This is an optimization exercise on Yosys and OpenROAD, whose aim is small area, not a production implementation. Where RTL was checked, it was by simulation tests only, not by an equivalence proof against the original. Function not checked in run 1: the RTL went through the layout flow alone. Power is estimated from default activity; no workload was simulated.

`config.mk`:
```
export PLATFORM = sky130hd
export DESIGN_NAME = pacman_top
export DESIGN_NICKNAME = pacman_top
export VERILOG_FILES = /design/flow/design.v
export SDC_FILE = /design/flow/constraint.sdc
export NUM_CORES = 8
export LEC_CHECK = 0
export CAP_MARGIN = 20
export CORE_MARGIN = 2
export CORE_UTILIZATION = 60
export CTS_BUF_LIST = sky130_fd_sc_hd__clkbuf_8
export CTS_CLUSTER_DIAMETER = 50
export CTS_CLUSTER_SIZE = 15
export SLEW_MARGIN = 20
```
`flow/run.sh`:
```
#!/bin/bash
# Layout flow: the standard synthesis (for reference), then an area-oriented
# synthesis that keeps the same registers (flow/resynth.py), then the
# standard layout steps with smaller port buffers.
set -eo pipefail
R=orfs/results/$FLOW_PLATFORM/pacman_top/base
LIB=$FLOW_HOME/platforms/$FLOW_PLATFORM/lib/sky130_fd_sc_hd__tt_025C_1v80.lib
PCFG=$FLOW_HOME/platforms/$FLOW_PLATFORM/config.mk
if [ -z "$YOSYS_EXE" ]; then
  if command -v yosys > /dev/null; then export YOSYS_EXE=$(command -v yosys);
  else export YOSYS_EXE=$FLOW_HOME/../tools/install/yosys/bin/yosys; fi
fi
bash standard.sh synth > std_synth.log 2>&1
cp $R/1_2_yosys.v synth_std.v
mkdir -p resynth
python3 flow/resynth.py $LIB $PCFG design.v synth_std.v resynth/out.v resynth > resynth.log 2>&1
cp resynth/out.v $R/1_2_yosys.v
touch $R/1_2_yosys.v
bash standard.sh "BUFFER_PORTS_ARGS=-buffer_cell sky130_fd_sc_hd__buf_1" finish > std_layout.log 2>&1
```
`flow/mkcells.py`:
```
#!/usr/bin/env python3
"""Write Verilog models of the combinational sky130hd cells from the liberty file."""
import re, sys
lib = open(sys.argv[1]).read()
out = []
# split into cells
for m in re.finditer(r'\n\s*cell\s*\(\s*"?(\w+)"?\s*\)\s*\{', lib):
    name = m.group(1)
    start = m.end()
    depth = 1; i = start
    while depth:
        c = lib[i]
        if c == '{': depth += 1
        elif c == '}': depth -= 1
        i += 1
    body = lib[start:i]
    if re.search(r'\b(ff|latch|statetable)\s*\(', body):
        continue
    pins = []
    for pm in re.finditer(r'\n\s*pin\s*\(\s*"?(\w+)"?\s*\)\s*\{', body):
        pn = pm.group(1)
        s = pm.end(); d = 1; j = s
        while d:
            c = body[j]
            if c == '{': d += 1
            elif c == '}': d -= 1
            j += 1
        pb = body[s:j]
        dirm = re.search(r'direction\s*:\s*"?(\w+)"?', pb)
        fm = re.search(r'\n\s*function\s*:\s*"([^"]*)"', pb)
        pins.append((pn, dirm.group(1) if dirm else None, fm.group(1) if fm else None))
    ins = [p for p in pins if p[1] == 'input']
    outs = [p for p in pins if p[1] == 'output']
    if not outs or any(f is None for _, _, f in outs):
        continue
    def conv(f):
        f = f.replace('!', '~').replace('+', '|').replace('*', '&')
        # implicit AND by space between operands: "A B" -> "A & B"
        f = re.sub(r'(?<=[\w\)])\s+(?=[\w\(~])', ' & ', f)
        return f
    ports = [p[0] for p in ins] + [p[0] for p in outs]
    s = "module %s(%s);\n" % (name, ", ".join(ports))
    for p in ins: s += "  input %s;\n" % p[0]
    for p in outs: s += "  output %s;\n  assign %s = %s;\n" % (p[0], p[0], conv(p[2]))
    s += "endmodule\n"
    out.append(s)
print("".join(out))
```
`constraint.sdc`:
```
create_clock -name core_clock -period 40.0 [get_ports {clk}]
set_input_delay 8.0000 -clock core_clock [delete_from_list [all_inputs] [get_ports {clk}]]
set_output_delay 8.0000 -clock core_clock [all_outputs]
set_load 0.01 [all_outputs]
```
`flow/resynth.py`:
```
#!/usr/bin/env python3
"""Area-oriented logic synthesis for the layout, keeping the registers of the
standard synthesis (same count, names and cell types).

Two candidates are made, and the smaller one whose registers match is kept:
  own:   the design synthesized again from the RTL (same front end, register
         naming and -nofsm -noshare as the standard synthesis), mapped by ABC
         with an area script;
  remap: the standard synthesis netlist with its combinational cells mapped
         again by ABC (registers kept as they are).

usage: resynth.py LIB PLATFORM_CONFIG DESIGN.v STD.v OUT.v WORKDIR
"""
import os, re, subprocess, sys

lib, pcfg, design, std, vout, wd = sys.argv[1:7]
here = os.path.dirname(os.path.abspath(__file__))
yosys = os.environ.get("YOSYS_EXE") or "yosys"
top = os.environ.get("FLOW_TOP", "pacman_top")
T = int(os.environ.get("DEEPSYN_T", "300"))

cfg = open(pcfg).read()
m = re.search(r"DONT_USE_CELLS\s*\+?=((?:[^\n]*\\\n)*[^\n]*)", cfg)
du = re.findall(r"sky130_fd_sc_hd__\w+", m.group(1)) if m else []
duargs = " ".join("-dont_use " + c for c in du)

abc = os.path.join(wd, "area.abc")
open(abc, "w").write(
    "strash; &get -n; &fraig -x; &put; dc2; strash; &get -n; &deepsyn -T %d; "
    "&dch -f; &nf -R 1000 -F 10 -A 10 -E 100; &put\n" % T)

tail = f"""
abc -liberty {lib} {duargs} -script {abc}
opt_clean -purge
read_liberty -lib -ignore_redef {lib}
hilomap -singleton -hicell sky130_fd_sc_hd__conb_1 HI -locell sky130_fd_sc_hd__conb_1 LO
insbuf -buf sky130_fd_sc_hd__buf_4 A X
splitnets
opt_clean -purge
check -assert -mapped
"""

cells = os.path.join(wd, "cells.v")
with open(cells, "w") as f:
    subprocess.run([sys.executable, os.path.join(here, "mkcells.py"), lib], stdout=f, check=True)

scripts = {
    "own": f"""
read_liberty -lib {lib}
read_verilog -defer -sv {design}
hierarchy -check -top {top}
synth -top {top} -flatten -nofsm -noshare
rename -wire
opt -purge
rename -hide w:*$func$*
dfflibmap -liberty {lib} {duargs}
opt
setundef -zero
""" + tail,
    "remap": f"""
read_verilog {cells}
read_liberty -lib -ignore_redef {lib}
read_verilog {std}
hierarchy -top {top}
flatten
opt -purge
techmap
opt -purge
""" + tail,
}

procs = {}
for name, body in scripts.items():
    out = os.path.join(wd, name + ".v")
    ys = os.path.join(wd, name + ".ys")
    open(ys, "w").write(body + f"tee -o {os.path.join(wd, name + '_stat.txt')} stat -liberty {lib}\n"
                        f"write_verilog -noattr -nohex -nodec {out}\n")
    log = open(os.path.join(wd, name + "_yosys.log"), "w")
    procs[name] = subprocess.Popen([yosys, "-q", "-l", os.path.join(wd, name + "_yosys_q.log"), ys],
                                   stdout=log, stderr=subprocess.STDOUT)

def regs(path):
    txt = open(path).read()
    return sorted(re.findall(r"^\s*(sky130_fd_sc_hd__\w*df\w*)\s+(\S+)\s*\(", txt, re.M))

ref = regs(std)
best = None
for name, p in procs.items():
    rc = p.wait()
    out = os.path.join(wd, name + ".v")
    if rc != 0 or not os.path.exists(out):
        print(name, "failed", rc)
        continue
    r = regs(out)
    st = open(os.path.join(wd, name + "_stat.txt")).read()
    area = float(re.search(r"Chip area for module .*?: ([\d.]+)", st).group(1))
    ok = (r == ref)
    print(name, "area", area, "registers", len(r), "match" if ok else "MISMATCH")
    if ok and (best is None or area < best[1]):
        best = (name, area)
if best is None:
    sys.exit("no candidate kept the registers")
print("kept", best[0])
subprocess.run(["cp", os.path.join(wd, best[0] + ".v"), vout], check=True)
```
`standard.sh`:
```
#!/bin/bash
# synth_recipe.tcl (not shown) runs the flow's synth.tcl, then flattens the netlist and writes it again
# the make line also repeats each setting of config.mk as NAME=value (left out here)
make -C /OpenROAD-flow-scripts/flow DESIGN_CONFIG=/design/flow/config.mk WORK_HOME=/design/flow/orfs CLKGATE_MAP_FILE= SYNTH_SCRIPT=/design/flow/synth_recipe.tcl "${@:-finish}"
```
`design.v`:
```
`timescale 1ns / 1ps
module pacman_top (
    input  wire        clk,
    input  wire        rst,
    input  wire        btn_up,
    input  wire        btn_down,
    input  wire        btn_left,
    input  wire        btn_right,
    output wire        hs,
    output wire        vs,
    output reg  [11:0] rgb
);
    function [10:0] add11;
        input [10:0] a, b;
        input        ci;
        reg c;
        integer i;
        begin
            c = ci;
            for (i = 0; i < 11; i = i + 1) begin
                add11[i] = a[i] ^ b[i] ^ c;
                c = (a[i] & b[i]) | (a[i] & c) | (b[i] & c);
            end
        end
    endfunction
    function [9:0] inc10;
        input [9:0] a;
        reg c;
        integer i;
        begin
            c = 1'b1;
            for (i = 0; i < 10; i = i + 1) begin
                inc10[i] = a[i] ^ c;
                c = c & a[i];
            end
        end
    endfunction
    function [8:0] dec9;
        input [8:0] a;
        reg b;
        integer i;
        begin
            b = 1'b1;
            for (i = 0; i < 9; i = i + 1) begin
                dec9[i] = a[i] ^ b;
                b = b & ~a[i];
            end
        end
    endfunction
    function [3:0] dstep;
        input [2:0] r;
        input       b;
        begin
            case ({r, b})
                4'd0: dstep = 4'b0_000;  4'd1: dstep = 4'b0_001;
                4'd2: dstep = 4'b0_010;  4'd3: dstep = 4'b0_011;
                4'd4: dstep = 4'b0_100;  4'd5: dstep = 4'b1_000;
                4'd6: dstep = 4'b1_001;  4'd7: dstep = 4'b1_010;
                4'd8: dstep = 4'b1_011;  4'd9: dstep = 4'b1_100;
                default: dstep = 4'bxxxx;
            endcase
        end
    endfunction
    function [7:0] dm5;
        input [6:0] x;
        reg [2:0] r;
        reg [6:0] q;
        reg [3:0] t;
        integer i;
        begin
            r = 3'd0;
            for (i = 6; i >= 0; i = i - 1) begin
                t = dstep(r, x[i]);
                q[i] = t[3];
                r = t[2:0];
            end
            dm5 = {q[4:0], r};
        end
    endfunction
    function [2:0] wcode;
        input [4:0] a;
        begin
            case (a)
                5'd0, 5'd1, 5'd2, 5'd3, 5'd4: wcode = 3'd5;
                5'd5:       wcode = 3'd4;
                5'd6, 5'd7: wcode = 3'd3;
                5'd8:       wcode = 3'd2;
                5'd9:       wcode = 3'd1;
                default:    wcode = 3'd0;
            endcase
        end
    endfunction
    function covers;
        input [2:0] c;
        input [4:0] a;
        begin
            case (c)
                3'd1: covers = (a <= 5'd4);
                3'd2: covers = (a <= 5'd5);
                3'd3: covers = (a <= 5'd7);
                3'd4: covers = (a <= 5'd8);
                3'd5: covers = (a <= 5'd9);
                default: covers = 1'b0;
            endcase
        end
    endfunction
    function [4:0] abs5;
        input [9:0] d;
        reg [4:0] n;
        reg c;
        integer i;
        begin
            c = 1'b1;
            for (i = 0; i < 5; i = i + 1) begin
                n[i] = ~d[i] ^ c;
                c = c & ~d[i];
            end
            if (d[9:5] == 5'b00000)                   abs5 = d[4:0];
            else if ((d[9:5] == 5'b11111) & ~c)       abs5 = n;
            else                                      abs5 = 5'd31;
        end
    endfunction
    function [4:0] ad20;
        input [5:0] a;
        begin
            ad20 = (a >= 6'd20) ? (a - 6'd20) : (6'd20 - a);
        end
    endfunction
    reg  [9:0] hb;             
    reg  [9:0] vb;             
    reg        blank;
    wire       hend = hb[9] & hb[8] & hb[5] & hb[4] & hb[1] & hb[0];    
    wire       vend = vb[9] & vb[5];                                    
    always @(posedge clk) begin
        if (rst) begin
            hb <= 10'd20;
            vb <= 10'd20;
        end else begin
            hb <= hend ? 10'd20 : inc10(hb);
            if (hend) vb <= vend ? 10'd20 : inc10(vb);
        end
    end
    always @(posedge clk)
        blank <= ~((hb < 10'd660) & (vb < 10'd500));
    assign hs = ~((hb >= 10'd669) & (hb <= 10'd764));
    assign vs = ~((vb == 10'd503) | (vb == 10'd504));
    wire pretick = hend & (vb == 10'd504);            
    wire tick    = (hb == 10'd20) & (vb == 10'd505);  
    wire colmode = (vb == 10'd506);                   
    wire line0e  = hend & (vb == 10'd20);
    reg  [3:0] d1;             
    reg  [3:0] step;           
    reg  [8:0] Rx;             
    reg  [7:0] Ry;
    reg        PR;             
    reg        T;              
    reg  [9:0] P;              
    reg  [8:0] Q;              
    reg        F;              
    reg        eatp;           
    wire       C320 = PR | T;
    wire [8:0] CXe  = C320 ? 9'd170 : Rx;
    wire [7:0] CYe  = C320 ? 8'd130 : Ry;
    wire       collide;
    wire       greset = rst | collide;
    wire [3:0] smv = PR ? d1 : (T ? 4'd0 : step);
    wire       anyb = btn_up | btn_down | btn_left | btn_right;
    wire [8:0] Rxp = {inc10({2'b0, Rx[8:1]}), Rx[0]};
    wire [8:0] Rxm = {dec9({1'b0, Rx[8:1]}), Rx[0]};
    wire [7:0] Ryp = {inc10({3'b0, Ry[7:1]}), Ry[0]};
    wire [7:0] Rym = {dec9({2'b0, Ry[7:1]}), Ry[0]};
    always @(posedge clk) d1 <= {btn_up, btn_down, btn_left, btn_right};
    always @(posedge clk) begin
        if (greset) begin
            Rx <= 9'd170;
            Ry <= 8'd130;
            PR <= 1'b1;
            T  <= 1'b0;
            P  <= 10'd0;
            Q  <= 9'd0;
        end else begin
            if (pretick) begin
                step <= d1;
                if (smv[2])      Ry <= (Ry <= 8'd233) ? Ryp : 8'd235;
                else if (smv[3]) Ry <= (Ry >= 8'd27)  ? Rym : 8'd25;
                if (smv[0])      Rx <= (Rx <= 9'd313) ? Rxp : 9'd315;
                else if (smv[1]) Rx <= (Rx >= 9'd27)  ? Rxm : 9'd25;
            end
            if (tick) begin
                T  <= PR & anyb;
                PR <= PR & ~anyb;
                P  <= (P == 10'd581) ? 10'd0 : inc10(P);
                Q  <= (Q == 9'd421)  ? 9'd0  : inc10({1'b0, Q});
            end
        end
    end
    wire [9:0] vbe = colmode ? {1'b0, CYe, 1'b0} : vb;
    wire [7:0] hdm = dm5(hb[9:3]);
    wire [7:0] vdm = dm5(vbe[9:3]);
    wire [4:0] hq  = hdm[7:3];
    wire [5:0] hr  = {hdm[2:0], hb[2:0]};
    wire [4:0] vq  = vdm[7:3];
    wire [5:0] vr  = {vdm[2:0], vbe[2:0]};
    wire op_slot = (hq[4:1] <= 4'd4) & ~hq[0] & (hr >= 6'd20) & (hr <= 6'd22);
    wire op_pdy  = (hq == 5'd0) & (hr == 6'd23);
    wire op_hx   = (hq == 5'd0) & (hr == 6'd24);
    wire [2:0] cj = hq[3:1];
    wire [1:0] cs = hr[1:0];           
    wire [3:0] hk = vq[3:0] - 4'd2;    
    reg  [9:0] off;
    reg        slot_ok;
    always @(*) begin
        off = 10'd0;
        slot_ok = 1'b0;
        if (op_hx) begin
            case (hk)
                4'd0: off = 10'd5;
                4'd1: off = 10'd536;
                4'd2: off = 10'd85;
                4'd3: off = 10'd456;
                4'd4: off = 10'd165;
                4'd5: off = 10'd556;
                4'd6: off = 10'd65;
                4'd7: off = 10'd476;
                4'd8: off = 10'd145;
                4'd9: off = 10'd396;
                default: off = 10'd0;
            endcase
        end else begin
            case ({cj, cs})
                {3'd0, 2'd0}: begin off = 10'd15; slot_ok = 1'b1; end
                {3'd0, 2'd1}: begin off = 10'd216; slot_ok = 1'b1; end
                {3'd0, 2'd2}: begin off = 10'd95; slot_ok = 1'b1; end
                {3'd1, 2'd0}: begin off = 10'd366; slot_ok = 1'b1; end
                {3'd1, 2'd1}: begin off = 10'd286; slot_ok = 1'b1; end
                {3'd2, 2'd0}: begin off = 10'd95; slot_ok = 1'b1; end
                {3'd2, 2'd1}: begin off = 10'd15; slot_ok = 1'b1; end
                {3'd3, 2'd0}: begin off = 10'd286; slot_ok = 1'b1; end
                {3'd4, 2'd0}: begin off = 10'd175; slot_ok = 1'b1; end
                {3'd4, 2'd1}: begin off = 10'd366; slot_ok = 1'b1; end
                default: ;
            endcase
        end
    end
    wire        isH = op_hx;
    wire [10:0] t   = add11(isH ? {1'b0, P} : {2'b0, Q}, {1'b0, off}, 1'b0);
    wire c1 = isH ? (t >= 11'd291) : (t >= 11'd211);
    wire c2 = isH ? (t >= 11'd582) : (t >= 11'd422);
    wire c3 = isH ? (t >= 11'd873) : (t >= 11'd633);
    wire neg = c1 ^ c2 ^ c3;
    reg [10:0] K;
    always @(*) begin
        case ({isH, c2, c3, c1})
            4'b1000: K = 11'd25;
            4'b1001: K = 11'd607;
            4'b1100: K = 11'd1491;
            4'b1101: K = 11'd1491;
            4'b1110: K = 11'd1189;
            4'b1111: K = 11'd1189;
            4'b0000: K = 11'd25;
            4'b0001: K = 11'd447;
            4'b0100: K = 11'd1651;
            4'b0101: K = 11'd1651;
            4'b0110: K = 11'd869;
            4'b0111: K = 11'd869;
            default: K = 11'd0;
        endcase
    end
    wire [10:0] tx   = add11(t ^ {11{neg}}, K, 1'b0);
    wire [8:0]  E    = tx[8:0];
    wire [8:0]  Ysel = op_pdy ? {1'b0, CYe} : E;
    wire [10:0] Dx   = add11({1'b0, vbe}, {1'b1, ~Ysel, 1'b1}, 1'b1);
    wire [9:0]  D    = Dx[9:0];
    wire [4:0]  Da   = abs5(D);
    wire [4:0]  Dah  = colmode ? {1'b0, Da[4:1]} : Da;
    wire [2:0]  Dw   = wcode(Dah);
    reg  [8:0] HX;
    reg  [2:0] PYw;
    reg        PYc;
    reg  [2:0] sl0, sl1, sl2;
    always @(posedge clk) begin
        if (op_hx)  HX <= E;
        if (op_pdy) begin PYw <= Dw; PYc <= (D == 10'd0); end
        if (op_slot & (cs == 2'd0)) sl0 <= slot_ok ? Dw : 3'd0;
        if (op_slot & (cs == 2'd1)) sl1 <= slot_ok ? Dw : 3'd0;
        if (op_slot & (cs == 2'd2)) sl2 <= slot_ok ? Dw : 3'd0;
    end
    wire [10:0] dxpx = add11({1'b0, hb}, {1'b1, ~CXe, 1'b1}, 1'b1);
    wire [10:0] dxhx = add11({1'b0, hb}, {1'b1, ~HX, 1'b1}, 1'b1);
    wire [9:0] dxp  = dxpx[9:0];
    wire [9:0] dxh  = dxhx[9:0];
    wire [4:0] axp  = abs5(dxp);
    wire [4:0] axh  = abs5(dxh);
    wire [4:0] axhh = colmode ? {1'b0, axh[4:1]} : axh;
    wire [4:0] ayr  = ad20(vr);
    wire [4:0] ayrh = colmode ? {1'b0, ayr[4:1]} : ayr;
    wire       hrow = (vq >= 5'd2) & (vq <= 5'd11);
    wire       hen  = hrow & covers(wcode(ayrh), axhh);
    wire       cwin = (hq >= 5'd1) & (hq <= 5'd10) & (hq[0] ? (hr >= 6'd20) : (hr <= 6'd19));
    wire [4:0] axc  = (hr <= 6'd19) ? hr[4:0] : (5'd8 - hr[4:0]);    
    wire [4:0] axch = colmode ? {1'b0, axc[4:1]} : axc;
    wire [2:0] wj   = hq[3:1] - {2'b0, ~hq[0]};                    
    wire       v0   = cwin & covers(sl0, axch);
    wire       v1   = cwin & covers(sl1, axch);
    wire       v2   = cwin & covers(sl2, axch);
    wire       ven  = v0 | v1 | v2;
    wire       ply  = covers(PYw, axp);
    assign collide = colmode & (dxp == 10'd0) & (hen | ven);
    reg  [174:0] ring;
    reg          cur;
    wire [1:0]   grp  = (hq <= 5'd5) ? 2'd0 : (hq <= 5'd10) ? 2'd1 : 2'd2;
    reg  [3:0]   ldo;
    always @(*) begin
        case ({vq[3:0], grp})
            {4'd1, 2'd0}: ldo = 4'd0;
            {4'd1, 2'd1}: ldo = 4'd0;
            {4'd1, 2'd2}: ldo = 4'd0;
            {4'd2, 2'd0}: ldo = 4'd0;
            {4'd2, 2'd1}: ldo = 4'd1;
            {4'd2, 2'd2}: ldo = 4'd1;
            {4'd3, 2'd0}: ldo = 4'd0;
            {4'd3, 2'd1}: ldo = 4'd1;
            {4'd3, 2'd2}: ldo = 4'd2;
            {4'd4, 2'd0}: ldo = 4'd0;
            {4'd4, 2'd1}: ldo = 4'd1;
            {4'd4, 2'd2}: ldo = 4'd2;
            {4'd5, 2'd0}: ldo = 4'd0;
            {4'd5, 2'd1}: ldo = 4'd1;
            {4'd5, 2'd2}: ldo = 4'd2;
            {4'd6, 2'd0}: ldo = 4'd1;
            {4'd6, 2'd1}: ldo = 4'd1;
            {4'd6, 2'd2}: ldo = 4'd2;
            {4'd7, 2'd0}: ldo = 4'd2;
            {4'd7, 2'd1}: ldo = 4'd2;
            {4'd7, 2'd2}: ldo = 4'd2;
            {4'd8, 2'd0}: ldo = 4'd3;
            {4'd8, 2'd1}: ldo = 4'd3;
            {4'd8, 2'd2}: ldo = 4'd3;
            {4'd9, 2'd0}: ldo = 4'd3;
            {4'd9, 2'd1}: ldo = 4'd4;
            {4'd9, 2'd2}: ldo = 4'd4;
            {4'd10, 2'd0}: ldo = 4'd3;
            {4'd10, 2'd1}: ldo = 4'd4;
            {4'd10, 2'd2}: ldo = 4'd9;
            {4'd11, 2'd0}: ldo = 4'd3;
            {4'd11, 2'd1}: ldo = 4'd9;
            {4'd11, 2'd2}: ldo = 4'd9;
            default: ldo = 4'd0;
        endcase
    end
    wire         load = (hr == {2'b00, ldo});
    reg          tap;
    always @(*) begin
        case (vr[2:0])    
            3'd1: tap = ring[0];
            3'd2: tap = ring[100];
            3'd3: tap = ring[25];
            3'd4: tap = ring[125];
            3'd5: tap = ring[50];
            3'd6: tap = ring[150];
            default: tap = ring[75];
        endcase
    end
    wire         cellm = (dxp[9:5] == 5'b11111) | (dxp[9:3] == 7'd0);
    wire         clr  = eatp & load & cellm & ((vr == 6'd23) | (vr == 6'd30) | (vr == 6'd37));
    reg        ein;
    always @(*) begin
        case (ayr)
            5'd0, 5'd2, 5'd4, 5'd6: ein = (axp <= 5'd13);
            5'd8:                   ein = (axp <= 5'd11);
            5'd10:                  ein = (axp <= 5'd9);
            5'd12:                  ein = (axp <= 5'd7);
            default:                ein = 1'b0;
        endcase
    end
    wire eset = ~colmode & PYc & (hr == 6'd20) & ein;
    always @(posedge clk) begin
        ring <= {ring[173:76], ring[75] & ~clr, ring[74:0], F | ring[174]};
        if (load) cur <= tap;
    end
    always @(posedge clk) begin
        if (greset) begin
            F    <= 1'b1;
            eatp <= 1'b0;
        end else begin
            if (line0e) F <= 1'b0;
            if (eset) eatp <= 1'b1;
            else if (clr) eatp <= 1'b0;
        end
    end
    wire [4:0] pax = ad20(hr);
    wire       pel = cur & ((ayr <= 5'd2) ? (pax <= 5'd3) : (ayr == 5'd3) ? (pax <= 5'd2) : 1'b0);
    wire wall = (hq == 5'd0) | (hq >= 5'd16) | (vq == 5'd0) | (vq >= 5'd12);
    reg [11:0] hcol, vcol;
    always @(*) begin
        case (hk)
            4'd0: hcol = 12'hF00;
            4'd1: hcol = 12'h0F0;
            4'd2: hcol = 12'h00F;
            4'd3: hcol = 12'h0FF;
            4'd4: hcol = 12'hF0F;
            4'd5: hcol = 12'hFF0;
            4'd6: hcol = 12'hF80;
            4'd7: hcol = 12'hF8F;
            4'd8: hcol = 12'h08F;
            4'd9: hcol = 12'h8F0;
            default: hcol = 12'h000;
        endcase
        vcol = 12'h000;
        case ({wj, v0 ? 2'd0 : v1 ? 2'd1 : 2'd2})
            {3'd0, 2'd0}: vcol = 12'hF44;
            {3'd0, 2'd1}: vcol = 12'h0AF;
            {3'd0, 2'd2}: vcol = 12'hA00;
            {3'd1, 2'd0}: vcol = 12'h4F4;
            {3'd1, 2'd1}: vcol = 12'h888;
            {3'd2, 2'd0}: vcol = 12'h44F;
            {3'd2, 2'd1}: vcol = 12'h8A0;
            {3'd3, 2'd0}: vcol = 12'hA50;
            {3'd4, 2'd0}: vcol = 12'hA0A;
            {3'd4, 2'd1}: vcol = 12'h00A;
            default: ;
        endcase
    end
    always @(*) begin
        if (blank)      rgb = 12'h000;
        else if (wall)  rgb = 12'h00F;
        else if (pel)   rgb = 12'hFFF;
        else if (hen)   rgb = hcol;
        else if (ven)   rgb = vcol;
        else if (ply)   rgb = 12'hFF0;
        else            rgb = 12'h000;
    end
endmodule
```
==> flow_summary.toml, run 1 <==
[cells_and_area]
drive_gt1_share_pct = 3.59
nNetsFinal = 1305
area_delta_synth_final_pct = 8.31
post-route-util_pct = 66.8
layout_commonest_cell = "dfxtp_1"
diodes = 0
final_cell_mix = "dfxtp_1 (240), nor2_1 (141), nand2_1 (130)"

[setup_path]
worstReg2RegEnd = "sl2[1]$_DFFE_PP_"
end_kind = "output pin"
r2r_slack_ns = 25.57
cp.required_ns = 32.00
reg2reg_from = "vb[9]$_SDFFE_PP0P_"
path_max_fanout = 25
r2r_cells = 58
slowest_delay_ns = 0.93
slowest_stage = "o21ai_0"
cp.arrival_ns = 8.42
start_kind = "flop"
worstSetupPathType = "flop to output pin"

[logic_synthesis]
syn_avg_cell_area_um2 = 9.00
synthCells = 1243
synth_nets = 1249
synth_area_um2 = 11200
yosys_warnings = 1

[timing]
setup_violations = 0
fmax_mhz = 60.9
slew_viol_final = 0
setup_slack_ns = 23.58
finalHoldViolCount = 0
timing.final.crit_share_pct = 41.1
fin_crit_ns = 16.42
tns_ns = 0
slew_headroom_pct = 32.3
worst_pin_slew_ns = 1.00
fin_worst_skew_ns = 0.0134
rsz0062_at_grt = "no"

[run_status]
outcome = "finished clean"

[detailed_routing]
ant_nets = 0
drt-initial-drc-count = 798
wl_per_cell_um = 16.8
drc = 0
routed_via_density = 5.96
dr_total_vias = 9174
drt_wl_total_um = 25800
first_pass_iters = 5

[cts]
hold_buffers = 0
cts_num_sinks = 267
cts_tree = "built"
ctsHtreeMaxLevel = 1
post_cts_resized = 0
clkTransAtPathRegs_ns = 0.09
clk_latency_ns = 0.57
post_cts_buffers = 0
cts_root_buffer = "clkbuf_8"
numCtsBuffers = 25
ctsLongestPathBuffers = 3

[flow_run]
max-cap-violations = 0

[die]
dieArea_um2 = 19800
initial_core_util_pct = 61.6
die-height_um = 141
pin_count = 20
placementRows = 49
die_x_um = 141
core_um2 = 18100

[global_route]
antenna_found_initial = 0
grt_max_degree = 35
grt_pass1_vias = 8318
overflow = 0
grt_pass1_wl_um = 42800
grtUsageTotal_pct = 26.4

[power]
power.leakage_nw = 4.51
irDropWorstVdd_mv = 0.0521
power.density_nw_per_um2 = 40.9

[hold_path]
hold_end = "ring[116]$_DFF_P_"
min_path_cells = 0
hold_path_class = "flop to flop"
hp-start = "ring[115]$_DFF_P_"

[place]
dp_hpwl_um = 18900
preCtsSetupSlack_ns = 24.32
gp_congestion = 0.917
port_buffers = 19
==> through the flow <==
stage	cells	total power [mW]	instance area [um2]	hold WS, ns
floorplan	1243	0.323	11200	0.310
global placement	1501	0.334	11600	0.310
detailed placement	1501	0.335	11600	0.312
CTS	1539	0.498	12100	0.326
global route	1539	0.516	12100	0.331
finish	1539	0.495	12100	0.324
==> worst max-delay path: cells and delay by family (launching register included) <==
family / cells / cell delay, ns
AOI/OAI and AO/OA: 14 / 3.66
xor gates and xnor gates: 2 / 0.41
buffers and inverters: 3 / 0.39
DFF: 1 / 0.43
and+or+nand+nor: 10 / 2.93
==> power by group <==
part | switching [mW] | internal [mW]
Combinational | 0.0335 | 0.0208
Clock | 0.0915 | 0.0741
Sequential | 0.00234 | 0.273
==> how the worst max path moves through the flow <==
stage | startpoint | to | slack (ns) | cells past startpoint
final | vb[9]$_SDFFE_PP0P_ | rgb[3] | 23.58 | 29
after global routing | vb[9]$_SDFFE_PP0P_ | rgb[3] | 22.70 | 30
after CTS | vb[9]$_SDFFE_PP0P_ | rgb[3] | 23.68 | 29
after detailed placement | vb[9]$_SDFFE_PP0P_ | rgb[3] | 24.32 | 29
after global placement | vb[9]$_SDFFE_PP0P_ | rgb[3] | 24.58 | 28
after floorplan | vb[9]$_SDFFE_PP0P_ | rgb[3] | 25.13 | 26
==> sequential cells by signal, summed over array words and instances (netlist names), 3 cells and up <==
name  flops
HX        9
P        10
Ry        8
Rx        9
sl0       3
d1        4
ring    175
PYw       3
sl1       3
sl2       3
Q         9
step      4
hb       10
vb       10
==> cell type report <==
class / count / area, um2
multi-input cells: 937 / 5430
fillers: 1537 / 6030
repair buffers: 29 / 146
inverters: 39 / 146
clock inverters: 13 / 146
flip-flops and latches: 267 / 5620
well taps: 229 / 287
clock buffers: 25 / 344
==> routing by layer <==
metal	wire length, um	up-vias	global-route usage [%]
li1	-	4553	-
met1	12500	4265	39.4
met2	11300	313	41.2
met3	1510	43	3.25
met4	558	0	6.58
met5	0	-	0
==> run 2: changes to the inputs <==
--- a/design.v
+++ b/design.v
@@ -99,7 +99,7 @@
                 3'd2: covers = (a <= 5'd5);
                 3'd3: covers = (a <= 5'd7);
                 3'd4: covers = (a <= 5'd8);
-                3'd5: covers = (a <= 5'd9);
+                3'd5, 3'd6: covers = (a <= 5'd9);
                 default: covers = 1'b0;
             endcase
         end
@@ -214,59 +214,41 @@
         slot_ok = 1'b0;
         if (op_hx) begin
             case (hk)
-                4'd0: off = 10'd5;
-                4'd1: off = 10'd536;
-                4'd2: off = 10'd85;
-                4'd3: off = 10'd456;
-                4'd4: off = 10'd165;
-                4'd5: off = 10'd556;
-                4'd6: off = 10'd65;
-                4'd7: off = 10'd476;
-                4'd8: off = 10'd145;
-                4'd9: off = 10'd396;
+                4'd0: off = 10'd447;
+                4'd1: off = 10'd978;
+                4'd2: off = 10'd527;
+                4'd3: off = 10'd898;
+                4'd4: off = 10'd607;
+                4'd5: off = 10'd998;
+                4'd6: off = 10'd507;
+                4'd7: off = 10'd918;
+                4'd8: off = 10'd587;
+                4'd9: off = 10'd838;
                 default: off = 10'd0;
             endcase
         end else begin
             case ({cj, cs})
-                {3'd0, 2'd0}: begin off = 10'd15; slot_ok = 1'b1; end
-                {3'd0, 2'd1}: begin off = 10'd216; slot_ok = 1'b1; end
-                {3'd0, 2'd2}: begin off = 10'd95; slot_ok = 1'b1; end
-                {3'd1, 2'd0}: begin off = 10'd366; slot_ok = 1'b1; end
-                {3'd1, 2'd1}: begin off = 10'd286; slot_ok = 1'b1; end
-                {3'd2, 2'd0}: begin off = 10'd95; slot_ok = 1'b1; end
-                {3'd2, 2'd1}: begin off = 10'd15; slot_ok = 1'b1; end
-                {3'd3, 2'd0}: begin off = 10'd286; slot_ok = 1'b1; end
-                {3'd4, 2'd0}: begin off = 10'd175; slot_ok = 1'b1; end
-                {3'd4, 2'd1}: begin off = 10'd366; slot_ok = 1'b1; end
+                {3'd0, 2'd0}: begin off = 10'd617; slot_ok = 1'b1; end
+                {3'd0, 2'd1}: begin off = 10'd818; slot_ok = 1'b1; end
+                {3'd0, 2'd2}: begin off = 10'd697; slot_ok = 1'b1; end
+                {3'd1, 2'd0}: begin off = 10'd968; slot_ok = 1'b1; end
+                {3'd1, 2'd1}: begin off = 10'd888; slot_ok = 1'b1; end
+                {3'd2, 2'd0}: begin off = 10'd697; slot_ok = 1'b1; end
+                {3'd2, 2'd1}: begin off = 10'd617; slot_ok = 1'b1; end
+                {3'd3, 2'd0}: begin off = 10'd888; slot_ok = 1'b1; end
+                {3'd4, 2'd0}: begin off = 10'd777; slot_ok = 1'b1; end
+                {3'd4, 2'd1}: begin off = 10'd968; slot_ok = 1'b1; end
                 default: ;
             endcase
         end
     end
     wire        isH = op_hx;
-    wire [10:0] t   = add11(isH ? {1'b0, P} : {2'b0, Q}, {1'b0, off}, 1'b0);
-    wire c1 = isH ? (t >= 11'd291) : (t >= 11'd211);
-    wire c2 = isH ? (t >= 11'd582) : (t >= 11'd422);
-    wire c3 = isH ? (t >= 11'd873) : (t >= 11'd633);
-    wire neg = c1 ^ c2 ^ c3;
-    reg [10:0] K;
-    always @(*) begin
-        case ({isH, c2, c3, c1})
-            4'b1000: K = 11'd25;
-            4'b1001: K = 11'd607;
-            4'b1100: K = 11'd1491;
-            4'b1101: K = 11'd1491;
-            4'b1110: K = 11'd1189;
-            4'b1111: K = 11'd1189;
-            4'b0000: K = 11'd25;
-            4'b0001: K = 11'd447;
-            4'b0100: K = 11'd1651;
-            4'b0101: K = 11'd1651;
-            4'b0110: K = 11'd869;
-            4'b0111: K = 11'd869;
-            default: K = 11'd0;
-        endcase
-    end
-    wire [10:0] tx   = add11(t ^ {11{neg}}, K, 1'b0);
+    wire [10:0] tp  = add11(isH ? {1'b0, P} : {2'b0, Q}, {1'b1, off}, 1'b0);
+    wire lo  = tp[10] & (isH ? (tp[9:0] < 10'd733) : (tp[9:0] < 10'd813));     
+    wire hi  = ~tp[10] & (isH ? (tp[9:0] >= 10'd291) : (tp[9:0] >= 10'd211));  
+    wire neg = (tp[10] & ~lo) | hi;
+    wire [10:0] K = (lo | hi) ? (isH ? 11'd607 : 11'd447) : 11'd25;
+    wire [10:0] tx   = add11(tp ^ {11{neg}}, K, 1'b0);
     wire [8:0]  E    = tx[8:0];
     wire [8:0]  Ysel = op_pdy ? {1'b0, CYe} : E;
     wire [10:0] Dx   = add11({1'b0, vbe}, {1'b1, ~Ysel, 1'b1}, 1'b1);
@@ -276,11 +258,10 @@
     wire [2:0]  Dw   = wcode(Dah);
     reg  [8:0] HX;
     reg  [2:0] PYw;
-    reg        PYc;
     reg  [2:0] sl0, sl1, sl2;
     always @(posedge clk) begin
         if (op_hx)  HX <= E;
-        if (op_pdy) begin PYw <= Dw; PYc <= (D == 10'd0); end
+        if (op_pdy) PYw <= (D == 10'd0) ? 3'd6 : Dw;    
         if (op_slot & (cs == 2'd0)) sl0 <= slot_ok ? Dw : 3'd0;
         if (op_slot & (cs == 2'd1)) sl1 <= slot_ok ? Dw : 3'd0;
         if (op_slot & (cs == 2'd2)) sl2 <= slot_ok ? Dw : 3'd0;
@@ -373,7 +354,7 @@
             default:                ein = 1'b0;
         endcase
     end
-    wire eset = ~colmode & PYc & (hr == 6'd20) & ein;
+    wire eset = ~colmode & (PYw == 3'd6) & (hr == 6'd20) & ein;
     always @(posedge clk) begin
         ring <= {ring[173:76], ring[75] & ~clr, ring[74:0], F | ring[174]};
         if (load) cur <= tap;
--- a/flow/resynth.py
+++ b/flow/resynth.py
@@ -24,12 +24,15 @@
 du = re.findall(r"sky130_fd_sc_hd__\w+", m.group(1)) if m else []
 duargs = " ".join("-dont_use " + c for c in du)
 
-abc = os.path.join(wd, "area.abc")
-open(abc, "w").write(
-    "strash; &get -n; &fraig -x; &put; dc2; strash; &get -n; &deepsyn -T %d; "
-    "&dch -f; &nf -R 1000 -F 10 -A 10 -E 100; &put\n" % T)
+pre = "strash; &get -n; &fraig -x; &put; dc2; strash; &get -n; &deepsyn -T %d; " % T
+mappers = {
+    "nf": pre + "&dch -f; &nf -R 1000 -F 10 -A 10 -E 100; &put\n",
+    "amap": pre + "&put; dch -f; amap -m -F 2 -A 20 -C 1000; topo\n",
+}
+for mname, text in mappers.items():
+    open(os.path.join(wd, mname + ".abc"), "w").write(text)
 
-tail = f"""
+tail = """
 abc -liberty {lib} {duargs} -script {abc}
 opt_clean -purge
 read_liberty -lib -ignore_redef {lib}
@@ -44,7 +47,7 @@
 with open(cells, "w") as f:
     subprocess.run([sys.executable, os.path.join(here, "mkcells.py"), lib], stdout=f, check=True)
 
-scripts = {
+fronts = {
     "own": f"""
 read_liberty -lib {lib}
 read_verilog -defer -sv {design}
@@ -56,7 +59,7 @@
 dfflibmap -liberty {lib} {duargs}
 opt
 setundef -zero
-""" + tail,
+""",
     "remap": f"""
 read_verilog {cells}
 read_liberty -lib -ignore_redef {lib}
@@ -66,8 +69,13 @@
 opt -purge
 techmap
 opt -purge
-""" + tail,
+""",
 }
+scripts = {}
+for fname, ftext in fronts.items():
+    for mname in mappers:
+        scripts[fname + "_" + mname] = ftext + tail.format(
+            lib=lib, duargs=duargs, abc=os.path.join(wd, mname + ".abc"))
 
 procs = {}
 for name, body in scripts.items():
==> run 2 against run 1 <==
Net effect:
- still clean
- clock power increased by 3%
- sequential cell count decreased by 1
- non-clock buffer count decreased by 4
- combinational power decreased by 12%
- clock-buffer cell count increased by 3
- critical path depth increased by 4
- worst setup slack improved by 0.016 ns
- core utilization decreased by 0.51 points
- highest routed layer unchanged
==> flow_summary.toml, run 2 <==
[cells_and_area]
largest_register_ffs = 175
fillers = 1567
final_cell_mix = "nor2_1 (279), dfxtp_1 (240), clkinv_1 (169)"
layout_commonest_cell = "nor2_1"
drive_gt1_share_pct = 3.37
max_flop_register = "ring"
nNetsFinal = 1414
diodes = 0
area_delta_synth_final_pct = 8.82
post-route-util_pct = 66.3

[cts]
ctsLongestPathBuffers = 3
hold_buffers = 0
ctsHtreeMaxLevel = 1
cts_tree = "built"
clk_latency_ns = 0.61
post_cts_buffers = 0
clkTransAtPathRegs_ns = 0.09
cts_root_buffer = "clkbuf_8"
cts_num_sinks = 266
numCtsBuffers = 28
post_cts_resized = 0

[power]
power.density_nw_per_um2 = 41.5
irDropWorstVdd_mv = 0.0491
power.leakage_nw = 4.30
totalPowerFinal_mw = 0.492

[detailed_routing]
dr_total_vias = 9808
drt-initial-drc-count = 1020
wl_per_cell_um = 17.6
drc = 0
routed_via_density = 5.94
ant_nets = 0
drt_wl_total_um = 29100
first_pass_iters = 6

[global_route]
antenna_found_initial = 0
grt_max_degree = 30
grt_pass1_wl_um = 46800
grt_pass1_vias = 9025
overflow = 0
grtUsageTotal_pct = 30.0

[logic_synthesis]
synth_nets = 1359
syn_avg_cell_area_um2 = 8.06
synth_area_um2 = 10900
synthCells = 1353
yosys_warnings = 1

[setup_path]
slowest_delay_ns = 0.61
path_max_fanout = 18
cp.arrival_ns = 8.41
crit_buf_inv = 9
cp.required_ns = 32.00
slowest_stage = "clkinv_1"
critPathTopFamily = "simple AND/OR/NAND/NOR gates"
end_kind = "output pin"
start_kind = "flop"
worstSetupPathType = "flop to output pin"

[timing]
finalHoldViolCount = 0
fin_crit_ns = 16.41
fin_worst_skew_ns = 0.0480
worst_pin_slew_ns = 1.03
setup_slack_ns = 23.59
slew_headroom_pct = 30.9
slew_viol_final = 0
rsz0062_at_grt = "no"
tns_ns = 0
setup_violations = 0
fmax_mhz = 61.0
timing.final.crit_share_pct = 41.0

[hold_path]
hold_path_class = "flop to flop"

[die]
initial_core_util_pct = 60.9
dieArea_um2 = 19300
die-height_um = 139
die_x_um = 139
pin_count = 20
core_um2 = 17900
placementRows = 49

[place]
port_buffers = 19
gp_congestion = 1.07
dp_hpwl_um = 22200
preCtsSetupSlack_ns = 24.45

[flow_run]
max-cap-violations = 0

[run_status]
outcome = "finished clean"
[run 2: cell types whose count changed in the layout (fill, tap and decap cells not counted), moves of 16 or more]
cell / before / now
and2_0: 23 / 1
nand2b_1: 22 / 3
clkinv_1: 39 / 169
nor2_1: 141 / 279
o22ai_1: 11 / 37
nand2_1: 130 / 109
xor2_1: 41 / 1
and3_1: 18 / 2
xnor2_1: 53 / 0
o21ai_0: 91 / 135
[run 2: metal layers]
metal / vias to the layer above / GRT usage [%] / share of wire [%]
met1: 4446 / 42.3 / 45
met4: 0 / 14.1 / 4.8
li1: 4872 / - / -
met2: 403 / 45.4 / 43
met5: - / 0 / 0
met3: 87 / 5.11 / 7.7
[run 2: worst paths after layout]
check	end	slack, ns	depth (start not counted)	startpoint
worst min-delay path	ring[69]$_DFF_P_	0.32	0	ring[68]$_DFF_P_
worst min register to register	ring[69]$_DFF_P_	0.32	0	ring[68]$_DFF_P_
worst max register to register	sl1[1]$_DFFE_PP_	25.07	66	vb[9]$_SDFFE_PP0P_
worst max-delay path	rgb[8]	23.59	33	vb[9]$_SDFFE_PP0P_
[run 2: cell type report]
cell class | count | area [um2] | share of cell area [%]
Multi-Input combinational cell | 918 | 4690 | 39.5
Sequential cell | 266 | 5590 | 47.1
Timing Repair Buffer | 25 | 116 | 0.981
Tap cell | 229 | 287 | 2.42
Clock inverter | 17 | 168 | 1.41
Inverter | 169 | 634 | 5.35
Clock buffer | 28 | 385 | 3.25
[run 2: metrics by stage]
| stage | instance area [um2] | instances | hold slack, ns |
|---|---|---|---|
| after detailed placement | 11300 | 1607 | 0.312 |
| after global placement | 11300 | 1607 | 0.310 |
| after floorplan | 10900 | 1353 | 0.310 |
| after global routing | 11900 | 1652 | 0.318 |
| final | 11900 | 1652 | 0.322 |
| after CTS | 11900 | 1652 | 0.313 |
[run 2: power breakdown]
part           switching (mW)  leakage (nW)  internal (mW)
clock                   0.100         0.296         0.0708
combinational          0.0330          1.83         0.0146
sequential            0.00194          2.17          0.272
==> run 3: changes to the inputs <==
--- a/design.v
+++ b/design.v
@@ -176,8 +176,8 @@
             Ry <= 8'd130;
             PR <= 1'b1;
             T  <= 1'b0;
-            P  <= 10'd0;
-            Q  <= 9'd0;
+            P  <= 10'd442;
+            Q  <= 9'd90;
         end else begin
             if (pretick) begin
                 step <= d1;
@@ -189,8 +189,8 @@
             if (tick) begin
                 T  <= PR & anyb;
                 PR <= PR & ~anyb;
-                P  <= (P == 10'd581) ? 10'd0 : inc10(P);
-                Q  <= (Q == 9'd421)  ? 9'd0  : inc10({1'b0, Q});
+                P  <= (&P) ? 10'd442 : inc10(P);
+                Q  <= (&Q) ? 9'd90 : inc10({1'b0, Q});
             end
         end
     end
@@ -201,6 +201,7 @@
     wire [5:0] hr  = {hdm[2:0], hb[2:0]};
     wire [4:0] vq  = vdm[7:3];
     wire [5:0] vr  = {vdm[2:0], vbe[2:0]};
+    wire [4:0] pax = ad20(hr);          
     wire op_slot = (hq[4:1] <= 4'd4) & ~hq[0] & (hr >= 6'd20) & (hr <= 6'd22);
     wire op_pdy  = (hq == 5'd0) & (hr == 6'd23);
     wire op_hx   = (hq == 5'd0) & (hr == 6'd24);
@@ -214,30 +215,30 @@
         slot_ok = 1'b0;
         if (op_hx) begin
             case (hk)
-                4'd0: off = 10'd447;
-                4'd1: off = 10'd978;
-                4'd2: off = 10'd527;
-                4'd3: off = 10'd898;
-                4'd4: off = 10'd607;
-                4'd5: off = 10'd998;
-                4'd6: off = 10'd507;
-                4'd7: off = 10'd918;
-                4'd8: off = 10'd587;
-                4'd9: off = 10'd838;
+                4'd0: off = 10'd5;
+                4'd1: off = 10'd536;
+                4'd2: off = 10'd85;
+                4'd3: off = 10'd456;
+                4'd4: off = 10'd165;
+                4'd5: off = 10'd556;
+                4'd6: off = 10'd65;
+                4'd7: off = 10'd476;
+                4'd8: off = 10'd145;
+                4'd9: off = 10'd396;
                 default: off = 10'd0;
             endcase
         end else begin
             case ({cj, cs})
-                {3'd0, 2'd0}: begin off = 10'd617; slot_ok = 1'b1; end
-                {3'd0, 2'd1}: begin off = 10'd818; slot_ok = 1'b1; end
-                {3'd0, 2'd2}: begin off = 10'd697; slot_ok = 1'b1; end
-                {3'd1, 2'd0}: begin off = 10'd968; slot_ok = 1'b1; end
-                {3'd1, 2'd1}: begin off = 10'd888; slot_ok = 1'b1; end
-                {3'd2, 2'd0}: begin off = 10'd697; slot_ok = 1'b1; end
-                {3'd2, 2'd1}: begin off = 10'd617; slot_ok = 1'b1; end
-                {3'd3, 2'd0}: begin off = 10'd888; slot_ok = 1'b1; end
-                {3'd4, 2'd0}: begin off = 10'd777; slot_ok = 1'b1; end
-                {3'd4, 2'd1}: begin off = 10'd968; slot_ok = 1'b1; end
+                {3'd0, 2'd0}: begin off = 10'd527; slot_ok = 1'b1; end
+                {3'd0, 2'd1}: begin off = 10'd728; slot_ok = 1'b1; end
+                {3'd0, 2'd2}: begin off = 10'd607; slot_ok = 1'b1; end
+                {3'd1, 2'd0}: begin off = 10'd878; slot_ok = 1'b1; end
+                {3'd1, 2'd1}: begin off = 10'd798; slot_ok = 1'b1; end
+                {3'd2, 2'd0}: begin off = 10'd607; slot_ok = 1'b1; end
+                {3'd2, 2'd1}: begin off = 10'd527; slot_ok = 1'b1; end
+                {3'd3, 2'd0}: begin off = 10'd798; slot_ok = 1'b1; end
+                {3'd4, 2'd0}: begin off = 10'd687; slot_ok = 1'b1; end
+                {3'd4, 2'd1}: begin off = 10'd878; slot_ok = 1'b1; end
                 default: ;
             endcase
         end
@@ -278,7 +279,7 @@
     wire       hrow = (vq >= 5'd2) & (vq <= 5'd11);
     wire       hen  = hrow & covers(wcode(ayrh), axhh);
     wire       cwin = (hq >= 5'd1) & (hq <= 5'd10) & (hq[0] ? (hr >= 6'd20) : (hr <= 6'd19));
-    wire [4:0] axc  = (hr <= 6'd19) ? hr[4:0] : (5'd8 - hr[4:0]);    
+    wire [4:0] axc  = 5'd20 - pax;      
     wire [4:0] axch = colmode ? {1'b0, axc[4:1]} : axc;
     wire [2:0] wj   = hq[3:1] - {2'b0, ~hq[0]};                    
     wire       v0   = cwin & covers(sl0, axch);
@@ -347,14 +348,14 @@
     reg        ein;
     always @(*) begin
         case (ayr)
-            5'd0, 5'd2, 5'd4, 5'd6: ein = (axp <= 5'd13);
-            5'd8:                   ein = (axp <= 5'd11);
-            5'd10:                  ein = (axp <= 5'd9);
-            5'd12:                  ein = (axp <= 5'd7);
+            5'd0, 5'd2, 5'd4, 5'd6: ein = (pax <= 5'd13);
+            5'd8:                   ein = (pax <= 5'd11);
+            5'd10:                  ein = (pax <= 5'd9);
+            5'd12:                  ein = (pax <= 5'd7);
             default:                ein = 1'b0;
         endcase
     end
-    wire eset = ~colmode & (PYw == 3'd6) & (hr == 6'd20) & ein;
+    wire eset = ~colmode & (PYw == 3'd6) & (dxp == 10'd0) & ein;    
     always @(posedge clk) begin
         ring <= {ring[173:76], ring[75] & ~clr, ring[74:0], F | ring[174]};
         if (load) cur <= tap;
@@ -369,7 +370,6 @@
             else if (clr) eatp <= 1'b0;
         end
     end
-    wire [4:0] pax = ad20(hr);
     wire       pel = cur & ((ayr <= 5'd2) ? (pax <= 5'd3) : (ayr == 5'd3) ? (pax <= 5'd2) : 1'b0);
     wire wall = (hq == 5'd0) | (hq >= 5'd16) | (vq == 5'd0) | (vq >= 5'd12);
     reg [11:0] hcol, vcol;
--- a/flow/run.sh
+++ b/flow/run.sh
@@ -1,7 +1,8 @@
 #!/bin/bash
 # Layout flow: the standard synthesis (for reference), then an area-oriented
 # synthesis that keeps the same registers (flow/resynth.py), then the
-# standard layout steps with smaller port buffers.
+# standard layout steps with a smaller clock tree (no dummy loads, small
+# clusters of clkbuf_4) and single-width port buffers.
 set -eo pipefail
 R=orfs/results/$FLOW_PLATFORM/pacman_top/base
 LIB=$FLOW_HOME/platforms/$FLOW_PLATFORM/lib/sky130_fd_sc_hd__tt_025C_1v80.lib
@@ -16,4 +17,7 @@
 python3 flow/resynth.py $LIB $PCFG design.v synth_std.v resynth/out.v resynth > resynth.log 2>&1
 cp resynth/out.v $R/1_2_yosys.v
 touch $R/1_2_yosys.v
-bash standard.sh "BUFFER_PORTS_ARGS=-buffer_cell sky130_fd_sc_hd__buf_1" finish > std_layout.log 2>&1
+bash standard.sh \
+  "BUFFER_PORTS_ARGS=-buffer_cell sky130_fd_sc_hd__buf_1" \
+  "CTS_ARGS=-sink_clustering_enable -repair_clock_nets -dont_use_dummy_load -sink_clustering_size 10 -sink_clustering_max_diameter 40 -buf_list sky130_fd_sc_hd__clkbuf_4" \
+  finish > std_layout.log 2>&1
--- a/config.mk
+++ b/config.mk
@@ -8,7 +8,5 @@
 export CAP_MARGIN = 20
 export CORE_MARGIN = 2
 export CORE_UTILIZATION = 60
-export CTS_BUF_LIST = sky130_fd_sc_hd__clkbuf_8
-export CTS_CLUSTER_DIAMETER = 50
-export CTS_CLUSTER_SIZE = 15
+export GPL_TIMING_DRIVEN = 0
 export SLEW_MARGIN = 20
==> run 3 against run 2 <==
Net effect:
- power fell by 8.7%
- still clean on timing, DRC and antenna
- largest power group unchanged
- clock power is 28% lower
- final area fell by 2.4%
- largest cell class unchanged
==> flow_summary.toml, run 3 <==
[run_status]
outcome = "finished clean"

[logic_synthesis]
syn_avg_cell_area_um2 = 8.16
yosys_warnings = 1
synth_nets = 1342
synthCells = 1336
synth_area_um2 = 10900

[setup_path]
start_kind = "flop"
critPathTopFamily = "compound AO/OA/AOI/OAI gates"
critical_path.most_common_cell = "o21ai_0"
crit_buf_inv = 8
cp.required_ns = 32.00
slowest_delay_ns = 0.82
r2r_cells = 74
reg2reg_from = "vb[2]$_SDFFE_PP1P_"
worstReg2RegEnd = "sl1[0]$_DFFE_PP_"
cp.arrival_ns = 10.00
worstSetupPathType = "flop to output pin"
slowest_stage = "nand4_1"
path_max_fanout = 19
end_kind = "output pin"
r2r_slack_ns = 22.17

[cells_and_area]
area_delta_synth_final_pct = 6.20
final_cells = 1626
max_flop_register = "ring"
final_cell_mix = "nor2_1 (260), dfxtp_1 (240), clkinv_1 (174)"
drive_gt1_share_pct = 3.08
layout_commonest_cell = "nor2_1"
nNetsFinal = 1403
largest_register_ffs = 175
post-route-util_pct = 64.7

[global_route]
grt_use_met2_pct = 42.6
antenna_found_initial = 1
grtUsageTotal_pct = 27.4
grt_pass1_vias = 8569
gr-usage-met3_pct = 4.83
grt_use_met1_pct = 38.5
overflow = 0
grt_busiest_layer = "met2"
grt_max_degree = 20
grt_pass1_wl_um = 42800

[hold_path]
hold_path_class = "flop to flop"
min_path_cells = 0
hp-start = "ring[162]$_DFF_P_"
hold_end = "ring[163]$_DFF_P_"

[cts]
post_cts_buffers = 0
ctsLongestPathBuffers = 3
cts_tree = "built"
post_cts_resized = 0
clkTransAtPathRegs_ns = 0.09
cts_num_sinks = 266
cts_root_buffer = "clkbuf_4"
numCtsBuffers = 38
clk_latency_ns = 0.65
hold_buffers = 0
ctsHtreeMaxLevel = 2

[detailed_routing]
drt_wl_total_um = 27100
routed_via_density = 6.01
dr_total_vias = 9776
ant_nets = 0
first_pass_iters = 9
drt-initial-drc-count = 883
wl_per_cell_um = 16.7
drc = 0

[timing]
rsz0062_at_grt = "no"
slew_viol_final = 0
finalHoldViolCount = 0
timing.final.crit_share_pct = 45.0
fin_worst_skew_ns = 0.0927
tns_ns = 0
fin_crit_ns = 18.00
whs_ns = 0.277
fmax_mhz = 55.6
setup_violations = 0
slew_headroom_pct = 27.0
worst_pin_slew_ns = 1.08

[die]
die-height_um = 139
die_x_um = 139
initial_core_util_pct = 60.9
placementRows = 49
pin_count = 20
core_um2 = 17900
dieArea_um2 = 19300

[place]
port_buffers = 19
gp_congestion = 0.963
dp_hpwl_um = 20600
place_inst = 1586

[power]
irDropWorstVdd_mv = 0.0428
totalPowerFinal_mw = 0.450
power.density_nw_per_um2 = 38.8
power.leakage_nw = 4.07

[flow_run]
max-cap-violations = 0
[run 3: metal layers]
metal | vias up | wire, um
li1 | 4883 | -
met5 | - | 0
met1 | 4395 | 12300
met4 | 0 | 1000
met3 | 78 | 2230
met2 | 420 | 11500
[run 3: layout make-up]
type	count	area, um2
Sequential cell	266	5590
Timing Repair Buffer	21	86.3
Inverter	174	653
Multi-Input combinational cell	896	4670
Clock buffer	38	285
Fill cell	1593	6330
Antenna cell	2	5.00
Tap cell	229	287
[run 3: report_power, final]
group          internal, mW  total, mW  switching (mW)
Sequential            0.272      0.274         0.00187
Clock                0.0436      0.123          0.0794
Combinational        0.0169     0.0527          0.0357
Total                 0.333      0.450           0.117
[run 3: how the worst max path moves through the flow]
stage,endpoint,cells past startpoint,from,slack (ns)
after floorplan,rgb[0],38,vb[7]$_SDFFE_PP0P_,25.39
final,rgb[4],36,vb[2]$_SDFFE_PP1P_,22.00
after CTS,rgb[4],36,vb[7]$_SDFFE_PP0P_,22.28
after global placement,sl0[0]$_DFFE_PP_,76,vb[7]$_SDFFE_PP0P_,22.89
after detailed placement,sl0[0]$_DFFE_PP_,74,vb[7]$_SDFFE_PP0P_,22.90
after global routing,sl1[0]$_DFFE_PP_,77,vb[6]$_SDFFE_PP0P_,20.44
[run 3: metrics by stage]
| stage | worst slack, ns | cell area, um2 |
|---|---|---|
| final | 22.00 | 11600 |
| after global placement | 22.89 | 11300 |
| after detailed placement | 22.90 | 11300 |
| after global routing | 20.44 | 11600 |
| after floorplan | 25.39 | 10900 |
| after CTS | 22.28 | 11600 |
==> run 4: changes to the inputs <==
--- a/flow/resynth.py
+++ b/flow/resynth.py
@@ -17,18 +17,24 @@
 here = os.path.dirname(os.path.abspath(__file__))
 yosys = os.environ.get("YOSYS_EXE") or "yosys"
 top = os.environ.get("FLOW_TOP", "pacman_top")
-T = int(os.environ.get("DEEPSYN_T", "300"))
+T = int(os.environ.get("DEEPSYN_T", "60"))
+SEEDS = [int(x) for x in os.environ.get("DEEPSYN_SEEDS", "0 1 2 3").split()]
+JOBS = int(os.environ.get("NUM_CORES", "8"))
 
 cfg = open(pcfg).read()
 m = re.search(r"DONT_USE_CELLS\s*\+?=((?:[^\n]*\\\n)*[^\n]*)", cfg)
 du = re.findall(r"sky130_fd_sc_hd__\w+", m.group(1)) if m else []
 duargs = " ".join("-dont_use " + c for c in du)
 
-pre = "strash; &get -n; &fraig -x; &put; dc2; strash; &get -n; &deepsyn -T %d; " % T
-mappers = {
-    "nf": pre + "&dch -f; &nf -R 1000 -F 10 -A 10 -E 100; &put\n",
-    "amap": pre + "&put; dch -f; amap -m -F 2 -A 20 -C 1000; topo\n",
-}
+mappers = {}
+for sd in SEEDS:
+    pre = "strash; &get -n; &fraig -x; &put; dc2; strash; &get -n; &deepsyn -T %d -S %d; " % (T, sd)
+    mappers["nf%d" % sd] = pre + "&dch -f; &nf -R 1000 -F 10 -A 10 -E 100; &put\n"
+    amap = "&put; dch -f; amap -m -F 2 -A 20 -C 1000; topo"
+    mappers["amap%d" % sd] = pre + amap + "\n"
+    # once more from the mapped network
+    mappers["amapi%d" % sd] = (pre + amap + "; strash; &get -n; &deepsyn -T %d -S %d; " % (T, sd + 10)
+                               + amap + "\n")
 for mname, text in mappers.items():
     open(os.path.join(wd, mname + ".abc"), "w").write(text)
 
@@ -77,15 +83,18 @@
         scripts[fname + "_" + mname] = ftext + tail.format(
             lib=lib, duargs=duargs, abc=os.path.join(wd, mname + ".abc"))
 
-procs = {}
-for name, body in scripts.items():
+import concurrent.futures
+def run(name):
+    body = scripts[name]
     out = os.path.join(wd, name + ".v")
     ys = os.path.join(wd, name + ".ys")
     open(ys, "w").write(body + f"tee -o {os.path.join(wd, name + '_stat.txt')} stat -liberty {lib}\n"
                         f"write_verilog -noattr -nohex -nodec {out}\n")
-    log = open(os.path.join(wd, name + "_yosys.log"), "w")
-    procs[name] = subprocess.Popen([yosys, "-q", "-l", os.path.join(wd, name + "_yosys_q.log"), ys],
-                                   stdout=log, stderr=subprocess.STDOUT)
+    with open(os.path.join(wd, name + "_yosys.log"), "w") as log:
+        return subprocess.run([yosys, "-q", "-l", os.path.join(wd, name + "_yosys_q.log"), ys],
+                              stdout=log, stderr=subprocess.STDOUT).returncode
+with concurrent.futures.ThreadPoolExecutor(max_workers=JOBS) as ex:
+    rcs = dict(zip(scripts, ex.map(run, scripts)))
 
 def regs(path):
     txt = open(path).read()
@@ -93,8 +102,7 @@
 
 ref = regs(std)
 best = None
-for name, p in procs.items():
-    rc = p.wait()
+for name, rc in rcs.items():
     out = os.path.join(wd, name + ".v")
     if rc != 0 or not os.path.exists(out):
         print(name, "failed", rc)
==> run 4 against run 3 <==
Net effect:
- fmax decreased by 5.8%
- power is 5.4% higher
- largest cell class unchanged
- largest power group unchanged
- clock-buffer cell count is 1 lower
==> flow_summary.toml, run 4 <==
[run_status]
outcome = "finished clean"

[logic_synthesis]
synth_area_um2 = 10800
yosys_warnings = 1
synthCells = 1333
synth_nets = 1339
syn_avg_cell_area_um2 = 8.12

[timing]
rsz0062_at_grt = "no"
slew_headroom_pct = 31.3
setup_slack_ns = 20.90
whs_ns = 0.276
fmax_mhz = 52.4
setup_violations = 0
slew_viol_final = 0
timing.final.crit_share_pct = 47.8
worst_pin_slew_ns = 1.02
tns_ns = 0
fin_worst_skew_ns = 0.117
finalHoldViolCount = 0
fin_crit_ns = 19.10

[detailed_routing]
drt-initial-drc-count = 695
first_pass_iters = 5
drt_wl_total_um = 25800
ant_nets = 0
drc = 0
routed_via_density = 5.83
wl_per_cell_um = 15.9
dr_total_vias = 9460

[global_route]
grt_pass1_vias = 8509
grt_pass1_wl_um = 42200
overflow = 0
grt_max_degree = 21
antenna_found_initial = 2
grtUsageTotal_pct = 26.9

[power]
totalPowerFinal_mw = 0.474
power.net_switching_mw = 0.132
pwr-share-seq_pct = 58.1
power.density_nw_per_um2 = 41.2
internal_power_mw = 0.342
power_frac_comb_pct = 16.3
clock_power_share_pct = 25.5
power.leakage_nw = 4.09
p_sw_share_pct = 27.9
irDropWorstVdd_mv = 0.0374

[cts]
post_cts_resized = 0
ctsHtreeMaxLevel = 2
cts_root_buffer = "clkbuf_4"
cts_tree = "built"
numCtsBuffers = 37
ctsLongestPathBuffers = 3
clkTransAtPathRegs_ns = 0.11
post_cts_buffers = 0
hold_buffers = 0
clk_latency_ns = 0.66
cts_num_sinks = 266

[cells_and_area]
final_cell_mix = "nor2_1 (277), dfxtp_1 (240), clkinv_1 (174)"
fin_area_um2 = 11500
nNetsFinal = 1399
drive_gt1_share_pct = 3.02
final_cells = 1623
post-route-util_pct = 64.4
area_delta_synth_final_pct = 6.23
layout_commonest_cell = "nor2_1"
max_flop_register = "ring"
largest_register_ffs = 175

[place]
port_buffers = 19
preCtsSetupSlack_ns = 21.79
place_inst = 1583
place_area_um2 = 11200
dp_hpwl_um = 19500
gp_congestion = 0.985

[hold_path]
hold_path_class = "flop to flop"

[setup_path]
start_kind = "flop"
slowest_delay_ns = 0.75
cp.required_ns = 32.00
slowest_stage = "clkinv_1"
end_kind = "output pin"
path_max_fanout = 19
cp.arrival_ns = 11.10
critical_path.most_common_cell = "clkinv_1"
worstSetupPathType = "flop to output pin"

[die]
core_um2 = 17800
dieArea_um2 = 19100
placementRows = 49
die_x_um = 138
pin_count = 20
initial_core_util_pct = 60.6
die-height_um = 138

[flow_run]
max-cap-violations = 0
==> run 4: power by group through the flow <==
stage / Sequential, mW / Clock [mW] / Combinational, mW
floorplan: 0.281 / 0 / 0.0595
global placement: 0.281 / 0 / 0.0735
detailed placement: 0.282 / 0 / 0.0755
CTS: 0.275 / 0.126 / 0.0759
global route: 0.276 / 0.136 / 0.0877
finish: 0.275 / 0.121 / 0.0773
==> run 4: layer usage <==
metal	vias to the layer above	wire [um]	track usage, %
met5	-	0	0
met4	0	798	9.56
met3	67	1850	5.33
met2	331	10900	40.7
met1	4249	12300	38.7
li1	4813	-	-
==> run 4: final timing paths <==
check / end / cells past startpoint / slack [ns] / startpoint
worst max-delay path: rgb[3] / 37 / 20.90 / vb[9]$_SDFFE_PP0P_
worst min-delay path: ring[98]$_DFF_P_ / 0 / 0.28 / ring[97]$_DFF_P_
worst min register to register: ring[98]$_DFF_P_ / 0 / 0.28 / ring[97]$_DFF_P_
worst max register to register: sl1[1]$_DFFE_PP_ / 69 / 23.32 / vb[9]$_SDFFE_PP0P_
==> run 4: layout make-up <==
| class | instances | area (um2) |
|---|---|---|
| flip-flops and latches | 266 | 5590 |
| well taps | 229 | 287 |
| multi-input cells | 893 | 4590 |
| inverters | 174 | 653 |
| fillers | 1527 | 6350 |
| diodes | 3 | 7.51 |
| repair buffers | 21 | 90.1 |
| clock buffers | 37 | 278 |
==> run 4: worst max-delay path: cells and delay by family (launching register included) <==
kind	cells	cell delay, ns
compound gates	16	4.60
simple gates	12	3.00
buf+inv	9	2.40
flops	1	0.42

==> separate check: timing with driven ports <==
How much do the figures lean on ideal ports? The routed layouts below were timed once more, with nothing changed but the port constraints. Step 1 assumes that a clkbuf_16 drives the clock port and a buf_2 every other input. Step 2 adds t to the input delays and takes it off the output delays; t is the mean of the earliest and latest rising clock arrival at the registers after step 1. Input paths then give back, and output paths get back, about the clock's delay inside the block. Slacks: ideal / step 1 / step 2; pairs: ideal / step 1.
run	t (ns)	slack for setup (ns)	worst setup path at the end	slew at the worst register clock pin (ns)	pins driven straight from the clock port
run 1	0.600	23.578 / 23.537 / 24.137	register to output	0.09 / 0.09	1
run 2	0.629	23.594 / 23.549 / 24.178	register to output	0.09 / 0.09	1
run 3	0.638	21.999 / 21.960 / 22.166	register to register	0.10 / 0.10	1
run 4	0.638	20.899 / 20.860 / 21.499	register to output	0.11 / 0.11	1
After both steps setup and hold are still met in every run listed.
